Context: an optimization exercise on an open-source flow, tuned for small area and a short achievable clock period. The choices shown serve that exercise and are no tape-out recipe.
Function was checked by simulation only, so behaviour that the tests miss may differ from the original.

Setup of run a:
==> module ALU, before the edit <==
module ALU(
    input [15:0] A,
    input [15:0] B,
    input [3:0] opcode,
    input [11:0] imm,
    output reg [15:0] X,
    output [15:0] nb3
);
    wire sub = opcode[1];                       
    wire div = opcode == 4'd5;
    wire [15:0] opa = div ? B : A;
    wire [15:0] opb = div ? {B[14:0], 1'b0} : (B ^ {16{sub}});
    wire [15:0] sum = opa + opb + {15'b0, sub};
    wire [15:0] prod;
    MulLo16 mul(.a(A), .b(B), .p(prod));
    assign nb3 = ~sum;
    always @(*) begin
        case (opcode)
            4'd0, 4'd7: X = {4'b0, imm};
            4'd1, 4'd2, 4'd6: X = sum;
            4'd4: X = prod;
            4'd5: X = ~B;
            default: X = 16'b0;
        endcase
    end
endmodule
==> module CPU, before the edit <==
module CPU(
    input clk,
    input reset,
    output [15:0] imem_addr,
    input [15:0] imem_data,
    output rf_we,
    output [3:0] rf_waddr,
    output [15:0] rf_wdata,
    output flag_n,
    output flag_z
);
    reg [15:0] pc;
    wire [15:0] ir;
    wire [15:0] A, B, X;
    wire [15:0] nB = ~B;
    wire [15:0] nb3;                    
    wire [5:0] nb3_lo = ~(B[5:0] + {B[4:0], 1'b0});    
    wire [15:0] x_d, x_e, ra_d, ra_e, result;
    wire [3:0] d_d, d_e;
    wire is_div_d, is_jmp_d, is_cmp_d, is_div_e, is_jmp_e, is_cmp_e;
    wire [5:0] q_d;
    wire [10:0] q_e;
    wire [15:0] b3_d, b3_e;
    reg [15:0] result_reg;              
    reg [15:0] result_wb;               
    reg [3:0] write_addr_wb;
    reg write_enable;
    reg N_reg, Z_reg;
    assign imem_addr = pc;
    assign rf_we = write_enable;
    assign rf_waddr = write_addr_wb;
    assign rf_wdata = result_reg;
    assign flag_n = N_reg;
    assign flag_z = Z_reg;
    Fetch fetch(.clk(clk), .reset(reset), .imem_data(imem_data), .instruction(ir));
    RegisterFile rf(.clk(clk), .reset(reset), .write_enable(write_enable),
                    .write_addr(write_addr_wb), .write_data(result_wb),
                    .exec_we(~is_jmp_e), .exec_addr(d_e),
                    .next_read_addr1(imem_data[11:8]), .next_read_addr2(imem_data[7:4]),
                    .read_data1(A), .read_data2(B));
    ALU alu(.A(A), .B(B), .opcode(ir[15:12]), .imm(ir[11:0]), .X(X), .nb3(nb3));
    wire [1:0] s1_0_r;
    wire [1:0] s1_0_q;
    DivStep4 #(.L(14)) s1_0(.rin(1'b0), .a(A[15:14]), .nb(nB), .nb3({10'b0, nb3_lo}), .q(s1_0_q), .rout(s1_0_r));
    wire [3:0] s1_1_r;
    wire [1:0] s1_1_q;
    DivStep4 #(.L(12)) s1_1(.rin(s1_0_r), .a(A[13:12]), .nb(nB), .nb3({10'b0, nb3_lo}), .q(s1_1_q), .rout(s1_1_r));
    wire [5:0] s1_2_r;
    wire [1:0] s1_2_q;
    DivStep4 #(.L(10)) s1_2(.rin(s1_1_r), .a(A[11:10]), .nb(nB), .nb3({10'b0, nb3_lo}), .q(s1_2_q), .rout(s1_2_r));
    Stage #(.QW(6)) sd(.clk(clk), .reset(reset), .x_in(X), .d_in(ir[3:0]),
        .is_div_in(ir[15:12] == 4'd5), .is_jmp_in(ir[15:12] == 4'd7), .is_cmp_in(ir[15:12] == 4'd6),
        .ra_in({s1_2_r, A[9:0]}), .q_in({s1_0_q, s1_1_q, s1_2_q}), .b3_in(nb3),
        .x(x_d), .d(d_d), .is_div(is_div_d), .is_jmp(is_jmp_d), .is_cmp(is_cmp_d),
        .ra(ra_d), .q(q_d), .b3(b3_d));
    wire [7:0] s2_0_r;
    wire [1:0] s2_0_q;
    DivStep4 #(.L(8)) s2_0(.rin(ra_d[15:10]), .a(ra_d[9:8]), .nb(x_d), .nb3(b3_d), .q(s2_0_q), .rout(s2_0_r));
    wire [9:0] s2_1_r;
    wire [1:0] s2_1_q;
    DivStep4 #(.L(6)) s2_1(.rin(s2_0_r), .a(ra_d[7:6]), .nb(x_d), .nb3(b3_d), .q(s2_1_q), .rout(s2_1_r));
    wire [10:0] s2_2_r;
    wire s2_2_q;
    DivStep2 #(.L(5)) s2_2(.rin(s2_1_r), .a(ra_d[5]), .nb(x_d), .q(s2_2_q), .rout(s2_2_r));
    Stage #(.QW(11)) se(.clk(clk), .reset(reset), .x_in(x_d), .d_in(d_d),
        .is_div_in(is_div_d), .is_jmp_in(is_jmp_d), .is_cmp_in(is_cmp_d),
        .ra_in({s2_2_r, ra_d[4:0]}), .q_in({q_d, s2_0_q, s2_1_q, s2_2_q}), .b3_in(b3_d),
        .x(x_e), .d(d_e), .is_div(is_div_e), .is_jmp(is_jmp_e), .is_cmp(is_cmp_e),
        .ra(ra_e), .q(q_e), .b3(b3_e));
    Execute execute(.is_div(is_div_e), .x(x_e), .ra(ra_e), .b3(b3_e), .qhi(q_e), .result(result));
    always @(posedge clk or posedge reset) begin
        if (reset) begin
            result_reg <= 16'b0;
            write_addr_wb <= 4'b0;
            write_enable <= 1'b0;
            N_reg <= 1'b0;
            Z_reg <= 1'b0;
            pc <= 16'b0;
        end else begin
            result_reg <= result;
            write_addr_wb <= d_e;
            write_enable <= ~is_jmp_e;
            if (is_cmp_e) begin
                N_reg <= x_e[15];
                Z_reg <= x_e == 16'b0;
            end
            pc <= is_jmp_e ? x_e : pc + 16'd1;
        end
    end
    always @(posedge clk)
        result_wb <= result;
endmodule
export LEC_CHECK = 0
export CAP_MARGIN = 20
export CORE_MARGIN = 2
export CORE_UTILIZATION = 55
export SLEW_MARGIN = 20
create_clock -name core_clock -period 27.0 [get_ports {clk}]
standard.sh (not shown) runs the stock make flow with config.mk's settings and CLKGATE_MAP_FILE= SYNTH_SCRIPT=/design/flow/synth_recipe.tcl, a recipe that flattens the netlist after the stock synthesis.
==> flow/flow/run.sh <==
#!/bin/bash
# Layout flow: the standard flow (standard synthesis included, unchanged),
# with two changes to how the layout is made:
#  - the timing repair is asked for more setup slack than the constraint
#    needs (flow/setup_margin.txt, ns), so that it sizes and buffers the
#    critical paths towards a shorter period;
#  - clock tree synthesis gets the arguments in flow/cts_args.txt.
# The clock period and constraints are the standard flow's own (constraint.sdc).
set -euo pipefail
MARGIN=$(cat flow/setup_margin.txt)
CTS=$(cat flow/cts_args.txt)
bash standard.sh SETUP_SLACK_MARGIN="$MARGIN" CTS_ARGS="$CTS" finish > standard_flow.log 2>&1
==> flow/flow/cts_args.txt <==
-sink_clustering_enable -repair_clock_nets -dont_use_dummy_load -sink_clustering_size 24 -sink_clustering_max_diameter 90
==> flow/flow/setup_margin.txt <==
19.8
> inputs changed (run a -> run b)
-- flow/design.v --
<<< run a, line 52
    input [3:0] opcode,
    input [11:0] imm,
    output reg [15:0] X,
    output [15:0] nb3
);
    wire sub = opcode[1];                       
    wire div = opcode == 4'd5;
    wire [15:0] opa = div ? B : A;
    wire [15:0] opb = div ? {B[14:0], 1'b0} : (B ^ {16{sub}});
    wire [15:0] sum = opa + opb + {15'b0, sub};
    wire [15:0] prod;
    MulLo16 mul(.a(A), .b(B), .p(prod));
    assign nb3 = ~sum;
    always @(*) begin
        case (opcode)
>>> run b, line 52
    input [3:0] opcode,
    input [11:0] imm,
    output reg [15:0] X
);
    wire sub = opcode[1];                       
    wire [15:0] sum = A + (B ^ {16{sub}}) + {15'b0, sub};
    wire [15:0] prod;
    MulLo16 mul(.a(A), .b(B), .p(prod));
    always @(*) begin
        case (opcode)
<<< run a, line 580
    wire [15:0] A, B, X;
    wire [15:0] nB = ~B;
    wire [15:0] nb3;                    
    wire [5:0] nb3_lo = ~(B[5:0] + {B[4:0], 1'b0});    
    wire [15:0] x_d, x_e, ra_d, ra_e, result;
    wire [3:0] d_d, d_e;
>>> run b, line 575
    wire [15:0] A, B, X;
    wire [15:0] nB = ~B;
    wire [15:0] nb3 = ~(B + {B[14:0], 1'b0});  
    wire [15:0] x_d, x_e, ra_d, ra_e, result;
    wire [3:0] d_d, d_e;
<<< run a, line 605
                    .next_read_addr1(imem_data[11:8]), .next_read_addr2(imem_data[7:4]),
                    .read_data1(A), .read_data2(B));
    ALU alu(.A(A), .B(B), .opcode(ir[15:12]), .imm(ir[11:0]), .X(X), .nb3(nb3));
    wire [1:0] s1_0_r;
    wire [1:0] s1_0_q;
    DivStep4 #(.L(14)) s1_0(.rin(1'b0), .a(A[15:14]), .nb(nB), .nb3({10'b0, nb3_lo}), .q(s1_0_q), .rout(s1_0_r));
    wire [3:0] s1_1_r;
    wire [1:0] s1_1_q;
    DivStep4 #(.L(12)) s1_1(.rin(s1_0_r), .a(A[13:12]), .nb(nB), .nb3({10'b0, nb3_lo}), .q(s1_1_q), .rout(s1_1_r));
    wire [5:0] s1_2_r;
    wire [1:0] s1_2_q;
    DivStep4 #(.L(10)) s1_2(.rin(s1_1_r), .a(A[11:10]), .nb(nB), .nb3({10'b0, nb3_lo}), .q(s1_2_q), .rout(s1_2_r));
    Stage #(.QW(6)) sd(.clk(clk), .reset(reset), .x_in(X), .d_in(ir[3:0]),
        .is_div_in(ir[15:12] == 4'd5), .is_jmp_in(ir[15:12] == 4'd7), .is_cmp_in(ir[15:12] == 4'd6),
>>> run b, line 599
                    .next_read_addr1(imem_data[11:8]), .next_read_addr2(imem_data[7:4]),
                    .read_data1(A), .read_data2(B));
    ALU alu(.A(A), .B(B), .opcode(ir[15:12]), .imm(ir[11:0]), .X(X));
    wire [1:0] s1_0_r;
    wire [1:0] s1_0_q;
    DivStep4 #(.L(14)) s1_0(.rin(1'b0), .a(A[15:14]), .nb(nB), .nb3(nb3), .q(s1_0_q), .rout(s1_0_r));
    wire [3:0] s1_1_r;
    wire [1:0] s1_1_q;
    DivStep4 #(.L(12)) s1_1(.rin(s1_0_r), .a(A[13:12]), .nb(nB), .nb3(nb3), .q(s1_1_q), .rout(s1_1_r));
    wire [5:0] s1_2_r;
    wire [1:0] s1_2_q;
    DivStep4 #(.L(10)) s1_2(.rin(s1_1_r), .a(A[11:10]), .nb(nB), .nb3(nb3), .q(s1_2_q), .rout(s1_2_r));
    Stage #(.QW(6)) sd(.clk(clk), .reset(reset), .x_in(X), .d_in(ir[3:0]),
        .is_div_in(ir[15:12] == 4'd5), .is_jmp_in(ir[15:12] == 4'd7), .is_cmp_in(ir[15:12] == 4'd6),
| register area | run b vs run a | ≈ equal |. Between run b and run a, the difference in final number of setup-violating endpoints is negligible. Where routed wire length is concerned, run a is better than run b. The run showing the smaller met3 usage is run a. Comparing run b and run a, clock period minus final worst setup slack is higher on run b.

[what the ideal ports hide]
The results above use ideal ports. As a check the final layouts listed here were re-extracted and re-timed, cells and wires unchanged. Step 1, drivers: a clkbuf_16 drives clk and a buf_2 each remaining input, both assumed. Step 2 times the ports against the registers' clock, not the clock port: input delays grow and output delays shrink by t, the midpoint of the rising clock arrivals with the driver on. Slacks: ideal ports / drivers / drivers and shift; pairs: ideal ports / drivers.
run	t, ns	slack for setup (ns)	slew at the worst register clock pin (ns)
run a	0.619	19.915 / 19.853 / 19.258	0.10 / 0.10
run b	0.624	19.905 / 19.841 / 19.439	0.10 / 0.10
After both steps setup and hold are still met in every run listed. For run a, which loses most, drivers alone change the setup slack by -0.062 ns; drivers and shift together by -0.657 ns.
